Background: an optimization exercise with open tools, aiming at small area. Do not read the settings as production practice.
Only simulation tests tie the RTL to the original design; equivalence was not proved.
Power and IR drop assume default switching activity.

==> design.v <==
module filter_tap (
    input  wire [7:0] p0, p1, p2, p3,
    input  wire       sel,
    output wire [7:0] f
);
    wire [7:0] a = sel ? p0 : p3;
    wire [7:0] b = sel ? p1 : p2;
    wire [7:0] c = sel ? p2 : p1;
    wire [7:0] d = sel ? p3 : p0;
    wire n1, n2, n3, n4, n5, n6, n7, n8, n9, n10, n11, n12, n13, n14, n15, n16, n17, n18, n19, n20, n21, n22, n23, n24, n25, n26, n27, n28, n29, n30, n31, n32, n33, n34, n35, n36, n37, n38, n39, n40, n41, n42, n43, n44, n45, n46, n47, n48, n49, n50, n51, n52, n53, n54, n55, n56, n57, n58, n59, n60, n61, n62, n63, n64, n65, n66, n67, n68, n69, n70, n71, n72, n73, n74, n75, n76, n77, n78, n79, n80, n81, n82, n83, n84, n85, n86, n87, n88, n89, n90, n91, n92, n93, n94, n95, n96, n97, n98, n99, n100, n101, n102, n103, n104, n105, n106, n107, n108, n109, n110, n111, n112, n113, n114, n115, n116, n117, n118, n119, n120, n121, n122, n123, n124, n125, n126, n127, n128, n129, n130, n131, n132, n133, n134, n135, n136, n137, n138, n139, n140, n141, n142, n143, n144, n145, n146;
    assign n1 = ~d[3] ^ ~c[3];
    assign n2 = ~d[3] & ~c[3];
    assign n3 = d[4] ^ b[0] ^ c[4];
    assign n4 = (d[4] & b[0]) | (d[4] & c[4]) | (b[0] & c[4]);
    assign n5 = b[3] ^ c[0] ^ c[1];
    assign n6 = (b[3] & c[0]) | (b[3] & c[1]) | (c[0] & c[1]);
    assign n7 = a[3] ^ b[1] ^ d[5];
    assign n8 = (a[3] & b[1]) | (a[3] & d[5]) | (b[1] & d[5]);
    assign n9 = b[4] ^ c[1] ^ c[2];
    assign n10 = (b[4] & c[1]) | (b[4] & c[2]) | (c[1] & c[2]);
    assign n11 = d[6] ^ b[2] ^ c[6];
    assign n12 = (d[6] & b[2]) | (d[6] & c[6]) | (b[2] & c[6]);
    assign n13 = b[5] ^ c[3] ^ c[2];
    assign n14 = (b[5] & c[3]) | (b[5] & c[2]) | (c[3] & c[2]);
    assign n15 = ~d[4] ^ ~a[4];
    assign n16 = ~d[4] & ~a[4];
    assign n17 = a[5] ^ b[3] ^ c[7];
    assign n18 = (a[5] & b[3]) | (a[5] & c[7]) | (b[3] & c[7]);
    assign n19 = b[6] ^ b[0] ^ c[4];
    assign n20 = (b[6] & b[0]) | (b[6] & c[4]) | (b[0] & c[4]);
    assign n21 = d[7] ^ d[5] ^ n17;
    assign n22 = (d[7] & d[5]) | (d[7] & n17) | (d[5] & n17);
    assign n23 = b[1] ^ c[5] ^ b[7];
    assign n24 = (b[1] & c[5]) | (b[1] & b[7]) | (c[5] & b[7]);
    assign n25 = d[6] ^ a[6] ^ b[4];
    assign n26 = (d[6] & a[6]) | (d[6] & b[4]) | (a[6] & b[4]);
    assign n27 = c[5] ^ b[2] ^ c[6];
    assign n28 = (c[5] & b[2]) | (c[5] & c[6]) | (b[2] & c[6]);
    assign n29 = ~d[7] ^ ~b[5];
    assign n30 = ~d[7] & ~b[5];
    assign n31 = c[6] ^ b[3];
    assign n32 = c[6] & b[3];
    assign n33 = ~a[0] ^ ~d[2];
    assign n34 = ~a[0] & ~d[2];
    assign n35 = c[0] ^ n1 ^ b[2];
    assign n36 = (c[0] & n1) | (c[0] & b[2]) | (n1 & b[2]);
    assign n37 = ~a[1] ^ ~d[1];
    assign n38 = ~a[1] & ~d[1];
    assign n39 = d[2] ^ n3 ^ a[2];
    assign n40 = (d[2] & n3) | (d[2] & a[2]) | (n3 & a[2]);
    assign n41 = n5 ^ n2 ^ ~n39;
    assign n42 = (n5 & n2) | (n5 & ~n39) | (n2 & ~n39);
    assign n43 = n4 ^ n7 ^ c[5];
    assign n44 = (n4 & n7) | (n4 & c[5]) | (n7 & c[5]);
    assign n45 = n6 ^ n9 ^ ~d[3];
    assign n46 = (n6 & n9) | (n6 & ~d[3]) | (n9 & ~d[3]);
    assign n47 = n10 ^ n15 ^ n13;
    assign n48 = (n10 & n15) | (n10 & n13) | (n15 & n13);
    assign n49 = n8 ^ n11 ^ ~n47;
    assign n50 = (n8 & n11) | (n8 & ~n47) | (n11 & ~n47);
    assign n51 = n19 ^ n14 ^ n16;
    assign n52 = (n19 & n14) | (n19 & n16) | (n14 & n16);
    assign n53 = c[3] ^ n51 ^ ~n12;
    assign n54 = (c[3] & n51) | (c[3] & ~n12) | (n51 & ~n12);
    assign n55 = n20 ^ n23 ^ c[4];
    assign n56 = (n20 & n23) | (n20 & c[4]) | (n23 & c[4]);
    assign n57 = n18 ^ n22 ^ n25;
    assign n58 = (n18 & n22) | (n18 & n25) | (n22 & n25);
    assign n59 = n24 ^ n29 ^ n27;
    assign n60 = (n24 & n29) | (n24 & n27) | (n29 & n27);
    assign n61 = a[7] ^ n26 ^ ~n59;
    assign n62 = (a[7] & n26) | (a[7] & ~n59) | (n26 & ~n59);
    assign n63 = c[7] ^ n30 ^ n31;
    assign n64 = (c[7] & n30) | (c[7] & n31) | (n30 & n31);
    assign n65 = n28 ^ n63 ^ ~b[6];
    assign n66 = (n28 & n63) | (n28 & ~b[6]) | (n63 & ~b[6]);
    assign n67 = c[7] ^ n32 ^ b[4];
    assign n68 = (c[7] & n32) | (c[7] & b[4]) | (n32 & b[4]);
    assign n69 = ~d[1] ^ ~c[1];
    assign n70 = ~d[1] & ~c[1];
    assign n71 = b[1] ^ n33 ^ ~c[2];
    assign n72 = (b[1] & n33) | (b[1] & ~c[2]) | (n33 & ~c[2]);
    assign n73 = n35 ^ n34 ^ n37;
    assign n74 = (n35 & n34) | (n35 & n37) | (n34 & n37);
    assign n75 = n36 ^ n41 ^ n38;
    assign n76 = (n36 & n41) | (n36 & n38) | (n41 & n38);
    assign n77 = n42 ^ n45 ^ ~n40;
    assign n78 = (n42 & n45) | (n42 & ~n40) | (n45 & ~n40);
    assign n79 = n49 ^ n44 ^ ~n46;
    assign n80 = (n49 & n44) | (n49 & ~n46) | (n44 & ~n46);
    assign n81 = n48 ^ n53 ^ ~n50;
    assign n82 = (n48 & n53) | (n48 & ~n50) | (n53 & ~n50);
    assign n83 = n55 ^ n52 ^ n54;
    assign n84 = (n55 & n52) | (n55 & n54) | (n52 & n54);
    assign n85 = n61 ^ n58 ^ ~n56;
    assign n86 = (n61 & n58) | (n61 & ~n56) | (n58 & ~n56);
    assign n87 = n65 ^ n60 ^ ~n62;
    assign n88 = (n65 & n60) | (n65 & ~n62) | (n60 & ~n62);
    assign n89 = n67 ^ n64 ^ n66;
    assign n90 = (n67 & n64) | (n67 & n66) | (n64 & n66);
    assign n91 = n69 ^ b[0];
    assign n92 = n69 & b[0];
    assign n93 = n70 ^ n71 ^ ~d[0];
    assign n94 = (n70 & n71) | (n70 & ~d[0]) | (n71 & ~d[0]);
    assign n95 = ~(n73 ^ n72);
    assign n96 = n73 | n72;
    assign n97 = ~(n74 ^ n75);
    assign n98 = n74 | n75;
    assign n99 = n77 ^ n76 ^ ~n43;
    assign n100 = (n77 & n76) | (n77 & ~n43) | (n76 & ~n43);
    assign n101 = ~(n78 ^ ~n79);
    assign n102 = n78 | ~n79;
    assign n103 = n80 ^ n21 ^ ~n81;
    assign n104 = (n80 & n21) | (n80 & ~n81) | (n21 & ~n81);
    assign n105 = n83 ^ n82 ^ ~n57;
    assign n106 = (n83 & n82) | (n83 & ~n57) | (n82 & ~n57);
    assign n107 = ~(n84 ^ ~n85);
    assign n108 = n84 | ~n85;
    assign n109 = ~(n87 ^ ~n86);
    assign n110 = n87 | ~n86;
    assign n111 = n88 ^ n89 ^ ~b[7];
    assign n112 = (n88 & n89) | (n88 & ~b[7]) | (n89 & ~b[7]);
    assign n113 = n90 ^ b[5] ^ n68;
    assign n114 = (n90 & b[5]) | (n90 & n68) | (b[5] & n68);
    assign n115 = ~d[0] ^ ~c[0];
    assign n116 = ~d[0] & ~c[0];
    assign n117 = ~(n91 ^ n116);
    assign n118 = n91 | n116;
    assign n120 = (n93 & n92) | (n93 & n118) | (n92 & n118);
    assign n122 = (n95 & n94) | (n95 & n120) | (n94 & n120);
    assign n124 = (n97 & n96) | (n97 & n122) | (n96 & n122);
    assign n126 = (n99 & n98) | (n99 & n124) | (n98 & n124);
    assign n128 = (n101 & n100) | (n101 & n126) | (n100 & n126);
    assign n129 = ~n103 ^ n102 ^ n128;
    assign n130 = (~n103 & n102) | (~n103 & n128) | (n102 & n128);
    assign n131 = n105 ^ ~n104 ^ n130;
    assign n132 = (n105 & ~n104) | (n105 & n130) | (~n104 & n130);
    assign n133 = n107 ^ n106 ^ n132;
    assign n134 = (n107 & n106) | (n107 & n132) | (n106 & n132);
    assign n135 = n109 ^ n108 ^ n134;
    assign n136 = (n109 & n108) | (n109 & n134) | (n108 & n134);
    assign n137 = n111 ^ n110 ^ n136;
    assign n138 = (n111 & n110) | (n111 & n136) | (n110 & n136);
    assign n139 = n113 ^ n112 ^ n138;
    assign n140 = (n113 & n112) | (n113 & n138) | (n112 & n138);
    assign n141 = ~b[6] ^ n114 ^ n140;
    assign n142 = (~b[6] & n114) | (~b[6] & n140) | (n114 & n140);
    assign n143 = ~b[7] ^ b[6] ^ n142;
    assign n144 = (~b[7] & b[6]) | (~b[7] & n142) | (b[6] & n142);
    assign n145 = ~(b[7] ^ n144);
    assign n146 = b[7] | n144;
    wire [16:0] t = {~n146, n145, n143, n141, n139, n137, n135, n133, n131, n129, n127, n125, n123, n121, n119, n117, n115};
    wire neg = t[16];
    assign f = neg ? 8'd0 : t[15] ? 8'd255 : t[14:7];
endmodule
`timescale 1ns / 1ns
module top_upscaler #(
    parameter IMG_W = 64,
    parameter IMG_H = 216
)(
    input  wire        clk, rst,
    input  wire [23:0] pixel_in,
    input  wire        input_valid,
    output wire [23:0] pixel_out,
    output wire        output_valid
);
    localparam integer DEPTH = 2 * IMG_W;
    reg [1:0] ph;
    reg nph1;
    always @(posedge clk) begin
        if (rst) begin
            ph <= 2'd0; nph1 <= 1'b1;
        end else if (input_valid) begin
            ph <= {ph[0], ~(ph[0] | ph[1])};
            nph1 <= ~ph[0];
        end
    end
    wire se   = input_valid & ph[1];
    wire hold = ~input_valid | nph1;
    reg [1:0] vpipe;
    always @(posedge clk) begin
        if (rst) vpipe <= 2'b00;
        else     vpipe <= {vpipe[0], input_valid};
    end
    assign output_valid = vpipe[1];
    reg [DEPTH*24-1:0] lb;
    always @(posedge clk)
        lb <= ({DEPTH*24{se}} & {lb[(DEPTH-1)*24-1:0], pixel_in}) | ({DEPTH*24{hold}} & lb);
    wire [23:0] lb_out = lb[DEPTH*24-1 -: 24];
    reg [6:0] cnt;   
    reg full;
    always @(posedge clk) begin
        if (rst) begin
            cnt <= 0; full <= 1'b0;
        end else if (se) begin
            cnt <= cnt + 1'b1;
            if (&cnt) full <= 1'b1;
        end
    end
    wire se_w   = se & ~rst;
    wire se_c0  = se & full & ~rst;
    wire hold_w = hold & ~rst;
    reg [23:0] c0, c1, c2, c3;
    always @(posedge clk) begin
        c0 <= ({24{se_c0}} & lb_out) | ({24{hold_w}} & c0);
        c1 <= ({24{se_w}}  & c0)     | ({24{hold_w}} & c1);
        c2 <= ({24{se_w}}  & c1)     | ({24{hold_w}} & c2);
        c3 <= ({24{se_w}}  & c2)     | ({24{hold_w}} & c3);
    end
    wire sel = ph[0];
    wire [23:0] out;
    genvar k;
    generate
        for (k = 0; k < 3; k = k + 1) begin : ch
            wire [7:0] p0 = c3[8*k +: 8];
            wire [7:0] p1 = c2[8*k +: 8];
            wire [7:0] p2 = c1[8*k +: 8];
            wire [7:0] p3 = c0[8*k +: 8];
            wire [7:0] f;
            filter_tap ft (.p0(p0), .p1(p1), .p2(p2), .p3(p3), .sel(sel), .f(f));
            assign out[8*k +: 8] = (ph == 2'd0) ? p1 : f;
        end
    endgenerate
    reg [23:0] v;
    always @(posedge clk) v <= out;
    assign pixel_out = v;
endmodule
==> run.sh <==
#!/bin/bash
# synth_recipe.tcl (not shown) runs the flow's synth.tcl, then flattens the netlist and writes it again
# the make line also repeats each setting of config.mk as NAME=value (left out here)
make -C /OpenROAD-flow-scripts/flow DESIGN_CONFIG=/design/flow/config.mk WORK_HOME=/design/flow/orfs CLKGATE_MAP_FILE= SYNTH_SCRIPT=/design/flow/synth_recipe.tcl finish
==> config.mk <==
export PLATFORM = sky130hd
export DESIGN_NAME = top_upscaler
export DESIGN_NICKNAME = top_upscaler
export VERILOG_FILES = /design/flow/design.v
export SDC_FILE = /design/flow/constraint.sdc
export NUM_CORES = 4
export LEC_CHECK = 0
export CAP_MARGIN = 20
export CORE_MARGIN = 2
export CORE_UTILIZATION = 70
export CTS_BUF_LIST = sky130_fd_sc_hd__clkbuf_16
export CTS_CLUSTER_DIAMETER = 100
export CTS_CLUSTER_SIZE = 30
export PLACE_DENSITY = 0.78
export SLEW_MARGIN = 20
==> constraint.sdc <==
create_clock -name core_clock -period 13.0 [get_ports {clk}]
set_input_delay 2.6000 -clock core_clock [delete_from_list [all_inputs] [get_ports {clk}]]
set_output_delay 2.6000 -clock core_clock [all_outputs]
set_load 0.01 [all_outputs]
==> results.txt <==
-- routing by layer --
| layer | track usage (%) | up-vias |
|---|---|---|
| li1 | - | 28100 |
| met3 | 2.25 | 174 |
| met2 | 29.8 | 333 |
| met1 | 29.8 | 27800 |
| met4 | 4.31 | 0 |
| met5 | 0 | - |
-- layout make-up --
type,instances,area (um2)
clock buffers,119,2980
well taps,1903,2380
inverters,199,747
fillers,9774,39000
multi-input cells,3601,33400
diodes,3,7.51
clock inverters,10,135
repair buffers,102,1190
flip-flops and latches,3205,64200
-- stage by stage --
step	worst slack, ns	hold slack, ns
after global routing	3.48	0.475
after global placement	4.07	0.427
after detailed placement	3.95	0.447
after CTS	3.92	0.452
after floorplan	5.01	0.414
final	4.01	0.455
-- cells in the final DEF, fill, tap and decap left out, types with 3 or more instances in the layout --
master,count
maj3_1,4
buf_4,26
ha_1,44
a21o_1,12
dfxtp_1,3204
nor2b_1,14
o21ai_0,4
xor2_1,5
buf_16,4
mux2i_1,60
diode_2,3
inv_1,201
a21oi_1,7
buf_12,16
fa_1,158
a22o_1,3168
clkdlybuf4s50_1,51
o31ai_1,10
nor2_1,14
clkbuf_16,119
inv_6,3
mux2_2,39
nand2_1,15
buf_6,5
nor3_1,5
a211oi_1,13
-- cells by family after synthesis --
logic type,after synthesis,synth area share [%]
AOI/OAI and AO/OA,3224,27.6
xor gates and xnor gates,7,0.0602
adders and majority gates,207,3.70
buffers and inverters,920,4.24
DFF,3205,63.0
muxes,99,1.02
and+or+nand+nor,64,0.315
-- synthesized netlist by cell type (3+ instances only) --
master and number:
mux2i_1 60, dfxtp_1 3205, ha_1 44, buf_6 6, a22o_1 3168, buf_4 3, nor3_1 5, fa_1 158
o31ai_1 10, a211oi_1 13, nand2_1 15, xor2_1 5, buf_2 647, nor2b_1 15, nand2b_1 3, mux2_2 39
a21oi_1 7, a21o_1 12, clkbuf_1 65, maj3_1 4, inv_1 199, nor2_1 14, o21ai_0 4
-- registers in the layout, summed over array words and instances, names as in the netlist --
signal,cells
lb,3072
c0,24
c1,24
c2,24
c3,24
v,24
cnt,7
ph,2
vpipe,2
full,1
nph1,1
-- worst paths after layout --
kind	from	end	slack, ns	cells after the start
min reg2reg	lb[3018]	lb[3042]	0.45	1
max reg2reg	ph[0]	v[21]	4.01	26
max	ph[0]	v[21]	4.01	26
min	lb[3018]	lb[3042]	0.45	1
-- power breakdown --
| part | switching [W] | total, W | leakage [nW] | internal, W |
|---|---|---|---|---|
| logic | 0.000192 | 0.000293 | 14.2 | 0.000101 |
| registers | 0.0000547 | 0.00995 | 25.8 | 0.00990 |
| clock network | 0.00271 | 0.00438 | 1.53 | 0.00166 |
| total | 0.00296 | 0.0146 | 41.5 | 0.0117 |
-- worst max-delay path, delay by kind of cell (launching register included) --
kind | cells | cell delay (ns)
muxes | 1 | 0.54
AOI/OAI and AO/OA | 2 | 0.48
DFF | 1 | 0.92
buffers and inverters | 7 | 1.17
and+or+nand+nor | 1 | 0.17
adders and majority gates | 15 | 5.60
==> impl_metrics.py <==
metrics = {
    "place": {
        "placed_area_mm2": 0.102,
        "portBuffers": 51,
        "gp_congestion": 0.802,
        "dp_cells": 9006,
        "dp_hpwl_um": 83200,
    },
    "outcome": {
        "status": "no timing/DRC/antenna violations",
    },
    "cts": {
        "h-tree-depth": 3,
        "cts_tree": "yes",
        "cts_buffers": 117,
        "post_cts_buffers": 0,
        "hold_buffers": 0,
        "insertion_delay_ns": 0.78,
        "root_buffer": "clkbuf_16",
        "clkTransAtPathRegs_ns": 0.11,
        "clock_sinks": 3205,
        "clk_path_buf_depth": 3,
        "cts_resized": 0,
    },
    "global_route": {
        "antenna_found_initial": 3,
        "first_global_vias": 52500,
        "grt_pass1_wl_um": 256000,
        "grt-ovfl-total": 0,
        "grt_max_degree": 282,
        "grt_usage_pct": 19.5,
    },
    "yosys": {
        "async_reset_ff_share_pct": 0,
        "synth_area_leader_cell": "dfxtp_1",
        "synthCells": 7726,
        "synth_area_per_cell_um2": 13.2,
        "synthFlopType": "dfxtp_1",
        "syn_area_mm2": 0.102,
        "yosysUniqueCellTypes": 41,
        "synth_edf_count": 0,
        "synth.top_cells.by_area": "dfxtp_1 (63%), a22o_1 (27%), buf_2 (3.2%), fa_1 (3.1%), inv_1 (0.73%)",
        "syn-num-nets": 7955,
        "synth_top_area_share_pct": 63.0,
        "synth_seq_area_share_pct": 63.0,
        "yosysWarnings": 1,
        "ys_ff_latch": 3205,
    },
    "worst_setup_path": {
        "worstPathRequired_ns": 13.67,
        "path_class": "reg2reg",
        "cp_slowest_cell": "dfxtp_4",
        "cp-end-kind": "flop",
        "cp.arrival_ns": 9.65,
        "cp_common_cell": "fa_1",
        "crit_path_start_kind": "flop",
        "cpPeakStageDelay_ns": 0.92,
        "crit_fanout": 53,
    },
    "pwr": {
        "powerDensity_mw_per_mm2": 139,
        "leakage_nw": 41.5,
        "ir_worst_vdd_mv": 0.132,
        "power_w": 0.0146,
    },
    "floorplanning": {
        "dieHeight_um": 385,
        "die_w_um": 385,
        "start_util_pct": 70.7,
        "dieArea_mm2": 0.149,
        "num_io_pins": 52,
        "row_count": 139,
        "fp.coreArea_mm2": 0.144,
    },
    "sta": {
        "final.setup.tns_ns": 0,
        "hold_viol": 0,
        "fin_crit_ns": 8.99,
        "worst_slew_pin_slew_ns": 1.29,
        "max_freq_ghz": 0.111,
        "slew_headroom_pct": 14.0,
        "fin_skew_ns": 0.0481,
        "drv_slew": 0,
        "rsz0062_at_grt": "false",
        "setup_viol": 0,
        "fin_crit_sh_pct": 69.1,
    },
    "detailed_routing": {
        "dr.max_layer_used": "met4",
        "wirelength_um": 148000,
        "wl_met1_um": 76100,
        "met2WireLength_um": 66500,
        "drt_iter0_drc": 4129,
        "vias": 56400,
        "ant_nets": 0,
        "wl_per_cell_um": 16.2,
        "wl_met3_um": 2770,
        "first_pass_iters": 5,
        "vias_per_cell": 6.17,
        "post-route-drc-count": 0,
    },
    "cells_and_area": {
        "syn2layout_area_growth_pct": 3.10,
        "final_util_pct": 72.9,
        "instances_no_fill": 9142,
        "drive_above_1_share_pct": 3.11,
        "design_area_mm2": 0.105,
        "final_nets": 7455,
    },
    "run": {
        "drv_cap": 0,
    },
    "worst_hold_path": {
        "hold_class": "reg2reg",
    },
}

-- re-timing with driven ports --
In the flow no input, the clock included, has a driving cell. The finished layout below was timed again as built, in two steps.
Step 1 sets driving cells, clkbuf_16 on the clock port and buf_2 on the other inputs (assumed; they add their load-dependent delay and slew).
Step 2 also shifts input and output timing later by t, the mid clock arrival at the registers, as if the neighbouring blocks saw the same clock.
Three values: ideal ports, drivers, drivers and shift; two values: the first two.
t, ns: 0.835
slack for setup (ns): 4.012 / 4.012 / 4.012
worst setup path after step 2: register to register
worst slew at a driven data input, ns: 0.10
cell pins on the clock port's net: 1
After both steps setup and hold are still met in this run. For this run, drivers alone change the setup slack by 0.000 ns; drivers and shift together by 0.000 ns.
